This design comes from an exercise in tuning for small area and a short achievable clock period on the open sky130 flow, not from production work.
Where RTL was checked, it was by simulation tests only, not by an equivalence proof against the original.
The clock port is modelled as an ideal driver, which makes a skipped or thinned clock tree look cheaper than it is; a real chip needs a root buffer or a tree.
No activity file was given, so power comes from the tool's default toggle rates.

Setup of lane 1:
==> flow/design.v <==
module usart (
    input wire clk,
    input wire rst,
    input wire [7:0] tx_data_in,
    input wire tx_write_en,
    output wire tx_full,
    output wire tx_serial_out,
    input wire rx_serial_in,
    output wire [7:0] rx_data_out,
    input wire rx_read_en,
    output wire rx_empty
);
    integer i;
    reg [7:0]  tmem [0:15];
    reg [3:0]  twp, trp;
    reg        tf, te;
    reg [3:0]  tcnt;
    reg [15:0] tsel;
    reg        tld;
    reg [7:0]  tsh;
    reg        tso;
    wire t_rd = tcnt[3];                    
    wire t_wr = tx_write_en & ~tf;
    reg [7:0] t_byte;
    always @* begin
        t_byte = 8'd0;
        for (i = 0; i < 16; i = i + 1)
            t_byte = t_byte | ({8{tsel[i]}} & tmem[i]);
    end
    always @(posedge clk)
        if (t_wr) tmem[twp] <= tx_data_in;
    always @(posedge clk) begin
        for (i = 0; i < 16; i = i + 1)
            tsel[i] <= t_rd & (trp == i);
        tld <= t_rd;
    end
    always @(posedge clk) begin
        if (rst) begin
            twp <= 4'd0; trp <= 4'd0; tf <= 1'b0; te <= 1'b1;
            tcnt <= 4'd0; tsh <= 8'd0; tso <= 1'b0;
        end else begin
            if (t_wr) twp <= twp + 4'd1;
            if (t_rd) trp <= trp + 4'd1;
            if (t_wr & ~t_rd) begin
                tf <= (twp + 4'd1 == trp);
                te <= 1'b0;
            end else if (t_rd & ~t_wr) begin
                tf <= 1'b0;
                te <= (trp + 4'd1 == twp);
            end
            if (~te & (tcnt == 4'd0)) tcnt <= 4'd8;
            else if (tcnt != 4'd0) tcnt <= tcnt - 4'd1;
            tsh <= t_byte | ({tsh[6:0], 1'b0} & {8{~tld}});
            tso <= tsh[7];
        end
    end
    assign tx_full = tf;
    assign tx_serial_out = tso;
    reg [7:0]  rsh;
    reg [2:0]  rbc;
    reg        rwe;
    reg [7:0]  rmem [0:15];
    reg [3:0]  rwp;
    reg [15:0] rsel;
    reg        rf, re;
    reg [7:0]  rdo;
    wire r_wr = rwe & ~rf;
    wire r_rd = rx_read_en & ~re;
    reg [15:0] rwdec;
    reg [7:0]  r_byte;
    reg        r_wnext_is_r, r_rnext_is_w;
    always @* begin
        r_byte = 8'd0;
        r_wnext_is_r = 1'b0;    
        r_rnext_is_w = 1'b0;    
        for (i = 0; i < 16; i = i + 1) begin
            rwdec[i] = (rwp == i);
            r_byte = r_byte | ({8{rsel[i]}} & rmem[i]);
        end
        for (i = 0; i < 16; i = i + 1) begin
            r_wnext_is_r = r_wnext_is_r | (rwdec[i] & rsel[(i + 1) & 15]);
            r_rnext_is_w = r_rnext_is_w | (rsel[i] & rwdec[(i + 1) & 15]);
        end
    end
    always @(posedge clk)
        rsh <= {rsh[6:0], rx_serial_in};
    always @(posedge clk)
        if (r_wr) rmem[rwp] <= rsh;
    always @(posedge clk) begin
        if (rst) begin
            rbc <= 3'd0; rwe <= 1'b0;
            rwp <= 4'd0; rsel <= 16'd1; rf <= 1'b0; re <= 1'b1;
            rdo <= 8'd0;
        end else begin
            rbc <= rbc + 3'd1;
            rwe <= (rbc == 3'd7);
            if (r_wr) rwp <= rwp + 4'd1;
            if (r_rd) begin
                rsel <= {rsel[14:0], rsel[15]};
                rdo <= r_byte;
            end
            if (r_wr & ~r_rd) begin
                rf <= r_wnext_is_r;
                re <= 1'b0;
            end else if (r_rd & ~r_wr) begin
                rf <= 1'b0;
                re <= r_rnext_is_w;
            end
        end
    end
    assign rx_data_out = rdo;
    assign rx_empty = re;
endmodule
export LEC_CHECK = 0
export ABC_CLOCK_PERIOD_IN_PS = 1500
export CAP_MARGIN = 20
export CORE_MARGIN = 2
export CORE_UTILIZATION = 65
export CTS_CLUSTER_DIAMETER = 100
export CTS_CLUSTER_SIZE = 24
export SETUP_SLACK_MARGIN = 2.4
export SLEW_MARGIN = 20
create_clock -name core_clock -period 4.0 [get_ports {clk}]
standard.sh (not shown) runs the stock make flow with config.mk's settings and CLKGATE_MAP_FILE= SYNTH_SCRIPT=/design/flow/synth_recipe.tcl, a recipe that flattens the netlist after the stock synthesis.
==> flow/flow/run.sh <==
#!/bin/bash
set -euo pipefail
W=$(pwd)
bash standard.sh \
  SKIP_CTS_REPAIR_TIMING=1 \
  POST_CTS_TCL="$W/flow/post_cts.tcl" \
  finish > "$W/standard.log" 2>&1
==> flow/flow/post_cts.tcl <==
# Runs inside ORFS's cts.tcl after clock_tree_synthesis and detailed placement.
set block [ord::get_db_block]
set cnet [[$block findBTerm clk] getNet]
set roots {}
foreach it [$cnet getITerms] { lappend roots [$it getInst] }
if {[llength $roots] == 1} {
  set root [lindex $roots 0]
  set rnet [[$root findITerm X] getNet]
  set loads {}
  foreach it [$rnet getITerms] {
    if {[$it isInputSignal]} { lappend loads $it }
  }
  if {[llength $loads] <= 4} {
    foreach it $loads { $it disconnect; $it connect $cnet }
    [$root findITerm A] disconnect
    [$root findITerm X] disconnect
    puts "post_cts: removed clock root buffer [$root getName]; clock port drives [llength $loads] pins"
    odb::dbInst_destroy $root
    odb::dbNet_destroy $rnet
  } else {
    puts "post_cts: root buffer drives [llength $loads] pins; tree left as it is"
  }
}
estimate_parasitics -placement
repair_timing_helper
detailed_placement
check_placement -verbose
estimate_parasitics -placement
report_checks -path_delay max -format full_clock_expanded
Lane 1 finished every step from synthesis to the final layout, and the layout passed the timing, DRC and antenna checks.
The inputs of lane 2 differ from those of lane 1 as listed below.
==> flow/run.sh (new file) <==
#!/bin/bash
# synth_recipe.tcl (not shown) runs the flow's synth.tcl, then flattens the netlist and writes it again
# the make line also repeats each setting of config.mk as NAME=value (left out here)
make -C /OpenROAD-flow-scripts/flow DESIGN_CONFIG=/design/flow/config.mk WORK_HOME=/design/flow/orfs CLKGATE_MAP_FILE= SYNTH_SCRIPT=/design/flow/synth_recipe.tcl finish
removed: flow/flow/run.sh
removed: flow/flow/post_cts.tcl
removed: flow/standard.sh
Notes after the runs:
In the tables for lane 1 and lane 2, non-clock buffer count reads higher with lane 2. Area of all placed cells without fillers delta (lane 2 − lane 1): unfavourable. Looking at lane 1 and lane 2, the hold slack is a wash. Lane 2 vs lane 1, slowest library cell on the worst path: sky130_fd_sc_hd__dfxtp_2 vs sky130_fd_sc_hd__dfxtp_4. The final reports for lane 2 and lane 1 show clock period minus worst slack higher in the former. Looking at final worst setup slack across both flows, lane 2 is the weaker of the two, with lane 1 ahead. Lane 2 vs lane 1: met2 track utilization from global routing down. Lane 1 -> lane 2: count of clock buffers in the final design increased by a few percent. Diff lane 2..lane 1 | cell area after technology mapping | unchanged. [compare] base=lane 1 new=lane 2: count of fill cells added during filler insertion lower; actual transition at the worst max-transition pin barely changed; core utilization went up 0.76 points.
What lane 3 does differently from lane 2 at the input level:
- swapping 2.4 for 2.25 in SETUP_SLACK_MARGIN
- swapping 1500 for 1800 in ABC_CLOCK_PERIOD_IN_PS
- swapping 65 for 70 in CORE_UTILIZATION
## What came out
No stage failed in lane 3, and the final checks on the layout all came back clean. Final-report max-slew violation count: lane 2 vs lane 3 identical. Lane 3 reports a higher global-route track usage on met1 than lane 2 does. Core utilization, lane 2 and lane 3: larger value in lane 3. [compare] base=lane 2 new=lane 3: net switching power lower, total wire length after detailed routing shows a reduction of 1400 um, total power shows a reduction of 0.90%. Relative to lane 2, global-route usage has increased by 1.5 points in lane 3. Lane 2 ended up with reg2out as its start-to-end type of the worst setup path; lane 3 ended up with reg2reg. Changes observed in lane 3 relative to lane 2: proportion of power drawn by combinational gates went down; via count normalized by instance count went up; floorplan die area went down. Compared lane 3 vs lane 2, and number of cells on the worst reg-to-reg path is down in lane 3.
No run of this note included a check of the RTL's function; only the layout flow was run.

---

== v30 ==
usart, a different RTL version from the one above (not shown whole).
Size: ~730 cells after synthesis, ~320 flip-flops, about 0.012 mm2 of cells after synthesis.
Design usart, start of the top module:
module usart (
    input wire clk,
    input wire rst,
    input wire [7:0] tx_data_in,
    input wire tx_write_en,
    output wire tx_full,
    output wire tx_serial_out,
    input wire rx_serial_in,
    output wire [7:0] rx_data_out,
    input wire rx_read_en,
    output wire rx_empty
);
clock: 4.0 ns
lec_check: 0
abc_clock_period_in_ps: 1500
cap_margin: 20
core_margin: 2
core_utilization: 60
cts_cluster_diameter: 100
cts_cluster_size: 24
setup_slack_margin: 2.4
slew_margin: 20
==> flow/flow/run.sh <==
#!/bin/bash
# The standard layout (standard.sh) with one change to clock tree synthesis:
# TritonCTS builds its tree (without dummy loads), then post_cts.tcl replaces
# the top of the tree (root buffer and first-level buffers) by four buffers
# that the clock port drives directly, each driving a quarter of the leaf
# buffers; then the timing repair that cts.tcl would have run (skipped there
# so that it sees the final tree).
set -euo pipefail
W=$(pwd)
bash standard.sh \
  SKIP_CTS_REPAIR_TIMING=1 \
  POST_CTS_TCL="$W/flow/post_cts.tcl" \
  "CTS_ARGS=-sink_clustering_enable -repair_clock_nets -sink_clustering_size 24 -sink_clustering_max_diameter 100 -dont_use_dummy_load" \
  finish > "$W/standard.log" 2>&1
Other scripts of this flow, unchanged in this note and not shown: flow/flow/clock_top.tcl, flow/flow/post_cts.tcl
v30: done, clean on timing, DRC and antenna
Relative to v30, the following input files were edited for v14:
Settings: clearing ABC_CLOCK_PERIOD_IN_PS, which used to be 1500; putting ABC_AREA at 1 where nothing was set; swapping 60 for 65 in CORE_UTILIZATION.
Results
- Between v30 and v14, the worst hold slack figures differ only marginally.
- Higher logic gate share of total power was reported by v14, not v30.
- Number of multi-input combinational cells: v14 > v30
- Run comparison: v30 capture point of the critical path rx_data_out[5]; v14 capture point of the critical path tmem[10][5]
Modified inputs, v10 compared to v14
Settings: swapping 2.4 for 2.35 in SETUP_SLACK_MARGIN; clearing ABC_AREA, which used to be 1; putting ABC_CLOCK_PERIOD_IN_PS at 1500 where nothing was set; swapping 65 for 70 in CORE_UTILIZATION.
Between v10 and v14, the depth of the most critical reg-to-reg path is lower for v14. Clock skew on v10 is ahead of v14. For leakage power total, dividing the value from v10 by the value from v14 gives 0.78. There was hardly any difference in power of the clock network between v10 and v14. Part of the total power dissipated in sequential elements for v10: 3.2 points up relative to v14. Compare v10 and v14 | combinational share of power lower: v10. Diff v14 -> v10: fmax decreased by 0.0065 GHz relative to the old numbers, number of standard cells after synthesis decreased by 391 relative to the old numbers, global-route wire length before repair decreased by about 11% relative to the old numbers.

---

Starting RTL as in the previous note.
Settings: LEC_CHECK=0, ABC_CLOCK_PERIOD_IN_PS=1500, CAP_MARGIN=20, CORE_MARGIN=2, CORE_UTILIZATION=65, CTS_CLUSTER_DIAMETER=100, CTS_CLUSTER_SIZE=24, SETUP_SLACK_MARGIN=2.4, SLEW_MARGIN=20; clock period 4.0 ns.
==> flow/flow/run.sh <==
#!/bin/bash
# The standard layout (standard.sh) with one change to clock tree synthesis:
# TritonCTS builds its tree (without dummy loads), then post_cts.tcl replaces
# the top of the tree (root buffer and first-level buffers) by four buffers
# that the clock port drives directly, each driving a quarter of the leaf
# buffers; then the timing repair that cts.tcl would have run (skipped there
# so that it sees the final tree).
set -euo pipefail
W=$(pwd)
bash standard.sh \
  SKIP_CTS_REPAIR_TIMING=1 \
  POST_CTS_TCL="$W/flow/post_cts.tcl" \
  "CTS_ARGS=-sink_clustering_enable -repair_clock_nets -buf_list sky130_fd_sc_hd__clkbuf_8 -sink_clustering_size 16 -sink_clustering_max_diameter 100 -dont_use_dummy_load" \
  finish > "$W/standard.log" 2>&1
Other scripts of this flow, unchanged in this note and not shown: flow/flow/clock_top.tcl, flow/flow/post_cts.tcl
Rerun with:
--- a/flow/flow/run.sh
+++ b/flow/flow/run.sh
@@ -12,3 +12,3 @@
   POST_CTS_TCL="$W/flow/post_cts.tcl" \
-  "CTS_ARGS=-sink_clustering_enable -repair_clock_nets -buf_list sky130_fd_sc_hd__clkbuf_8 -sink_clustering_size 16 -sink_clustering_max_diameter 100 -dont_use_dummy_load" \
+  "CTS_ARGS=-sink_clustering_enable -repair_clock_nets -sink_clustering_size 24 -sink_clustering_max_diameter 100 -dont_use_dummy_load" \
   finish > "$W/standard.log" 2>&1
The new run finished clean.
Sequential share of layout area shrinks by 0.28 points.
Total power grows by about 2%.
Clock power grows by about 8%.
Rerun with:
ABC_CLOCK_PERIOD_IN_PS = 2000   (was 1500)
The changed run passed the timing, DRC and antenna checks.
Routed wire length stays the same.
Global-route usage does not change.
Die area is unchanged.
Cell count stays the same.
Maximum frequency does not change.
Power does not change.
Worst setup slack is unchanged.
Rerun with:
ABC_CLOCK_PERIOD_IN_PS = 1500   (was 2000)
CORE_UTILIZATION = 67   (was 65)
SETUP_SLACK_MARGIN = 2.45   (was 2.4)
The changed run finished clean.
Die area shrinks by 2.9%.
Total power climbs by about 0.3%.
Wire length goes up by about 3%.
Worst hold slack degrades by 0.013 ns.
Worst setup slack improved by 0.029 ns.
Synthesized area stays the same.
Sequential share of layout area fell by 0.42 points.
Synthesized cell count stays the same.
Via count is higher by about 2%.
Global-route usage climbs by 1.2 points.
Rerun with:
CAP_MARGIN = 0   (was 20)
CORE_UTILIZATION = 65   (was 67)
SETUP_SLACK_MARGIN = 2.4   (was 2.45)
SLEW_MARGIN = 0   (was 20)
Synthesized area does not change. Combinational power hardly moves. Utilization is lower by 1.9 points. Power is lower slightly.

---

## east
usart, a different RTL version from the one above (not shown whole).
For scale: ~740 cells after synthesis, roughly 24 I/O pins, roughly 12000 sq um of cells after synthesis.
// usart
module usart (
    input wire clk,
    input wire rst,
    input wire [7:0] tx_data_in,
    input wire tx_write_en,
    output wire tx_full,
    output wire tx_serial_out,
    input wire rx_serial_in,
    output wire [7:0] rx_data_out,
    input wire rx_read_en,
    output wire rx_empty
);
Settings: LEC_CHECK=0, ABC_CLOCK_PERIOD_IN_PS=1500, CAP_MARGIN=20, CORE_MARGIN=2, CORE_UTILIZATION=65, CTS_CLUSTER_DIAMETER=100, CTS_CLUSTER_SIZE=24, SETUP_SLACK_MARGIN=2.4, SLEW_MARGIN=20; clock period 4.0 ns.
==> flow/flow/run.sh <==
#!/bin/bash
set -euo pipefail
W=$(pwd)
bash standard.sh \
  SKIP_CTS_REPAIR_TIMING=1 \
  POST_CTS_TCL="$W/flow/post_cts.tcl" \
  finish > "$W/standard.log" 2>&1
==> flow/flow/post_cts.tcl <==
# Runs inside ORFS's cts.tcl after clock_tree_synthesis and detailed placement.
set block [ord::get_db_block]
set cnet [[$block findBTerm clk] getNet]
set roots {}
foreach it [$cnet getITerms] { lappend roots [$it getInst] }
if {[llength $roots] == 1} {
  set root [lindex $roots 0]
  set rnet [[$root findITerm X] getNet]
  set loads {}
  foreach it [$rnet getITerms] {
    if {[$it isInputSignal]} { lappend loads $it }
  }
  if {[llength $loads] <= 4} {
    foreach it $loads { $it disconnect; $it connect $cnet }
    [$root findITerm A] disconnect
    [$root findITerm X] disconnect
    puts "post_cts: removed clock root buffer [$root getName]; clock port drives [llength $loads] pins"
    odb::dbInst_destroy $root
    odb::dbNet_destroy $rnet
  } else {
    puts "post_cts: root buffer drives [llength $loads] pins; tree left as it is"
  }
}
estimate_parasitics -placement
repair_timing_helper
detailed_placement
check_placement -verbose
estimate_parasitics -placement
report_checks -path_delay max -format full_clock_expanded
Here is what was changed in the inputs of north compared with east.
Settings: SETUP_SLACK_MARGIN changed from 2.4 to 2.5; CORE_UTILIZATION changed from 65 to 70.
[summary]
Run comparison: north timing endpoint of the critical path rosel[13]; east timing endpoint of the critical path rosel[6]. north has sum of net half-perimeters after detailed placement below what east had. On area taken by flip-flops and latches, north and east are basically level. Compared to east, the routing of north uses more wire. north reports a lower number of core rows than east does. Comparing north and east, the higher power density relative to cell area is on east. Global-route total usage across every layer up 2.9 points in north wrt east. Compared with east, placement density in the core of north is higher. Compared with east, north shows a area of the die that is about 7% lower. The lower length of the first detailed-routing pass in iterations of north and east is in north. The higher cell area came out of north.

static timing again, ports no longer ideal:
The results above use ideal ports. As a check the final layouts listed here were re-extracted and re-timed, cells and wires unchanged. Step 1 (the two cells are an assumption about what drives the block):
set clk [get_ports {clk}]
set_driving_cell -lib_cell sky130_fd_sc_hd__clkbuf_16 $clk
set_driving_cell -lib_cell sky130_fd_sc_hd__buf_2 [delete_from_list [all_inputs] $clk]
Step 2 times the ports against the registers' clock, not the clock port: input delays grow and output delays shrink by t, the midpoint of the rising clock arrivals with the driver on. Slacks: no drivers / after step 1 / after step 2; pairs: no drivers / after step 1.
run | t (ns) | setup slack, ns | clock arrival spread, ns | worst register clock-pin slew, ns | worst data-port slew with drivers (ns)
lane 1 | 0.432 | 2.307 / 2.280 / 1.976 | 0.036 / 0.035 | 0.10 / 0.10 | 0.04
lane 2 | 0.549 | 2.205 / 2.160 / 1.845 | 0.031 / 0.030 | 0.10 / 0.10 | 0.04
lane 3 | 0.551 | 2.179 / 2.146 / 1.753 | 0.023 / 0.023 | 0.10 / 0.10 | 0.03
v30 | 0.398 | 2.396 / 2.296 / 2.103 | 0.048 / 0.047 | 0.10 / 0.10 | 0.04
v14 | 0.396 | 2.401 / 2.308 / 2.081 | 0.054 / 0.054 | 0.09 / 0.09 | 0.03
v10 | 0.387 | 2.384 / 2.291 / 2.167 | 0.053 / 0.052 | 0.10 / 0.10 | 0.03
the first run of note 3 | 0.390 | 2.412 / 2.319 / 2.105 | 0.053 / 0.054 | 0.10 / 0.10 | 0.04
the second run of note 3 | 0.388 | 2.390 / 2.329 / 2.128 | 0.055 / 0.055 | 0.09 / 0.09 | 0.04
the third run of note 3 | 0.388 | 2.390 / 2.329 / 2.128 | 0.055 / 0.055 | 0.09 / 0.09 | 0.04
the fourth run of note 3 | 0.393 | 2.419 / 2.322 / 2.136 | 0.057 / 0.057 | 0.09 / 0.09 | 0.04
the fifth run of note 3 | 0.388 | 2.390 / 2.329 / 2.128 | 0.055 / 0.055 | 0.09 / 0.09 | 0.04
east | 0.411 | 2.281 / 2.291 / 1.891 | 0.025 / 0.025 | 0.09 / 0.09 | 0.05
north | 0.422 | 2.215 / 2.242 / 1.820 | 0.021 / 0.020 | 0.10 / 0.10 | 0.05
After both steps setup and hold are still met in every run listed. The setup slack of lane 3, which loses most, moves by -0.033 ns with the drivers and by -0.426 ns with both steps.
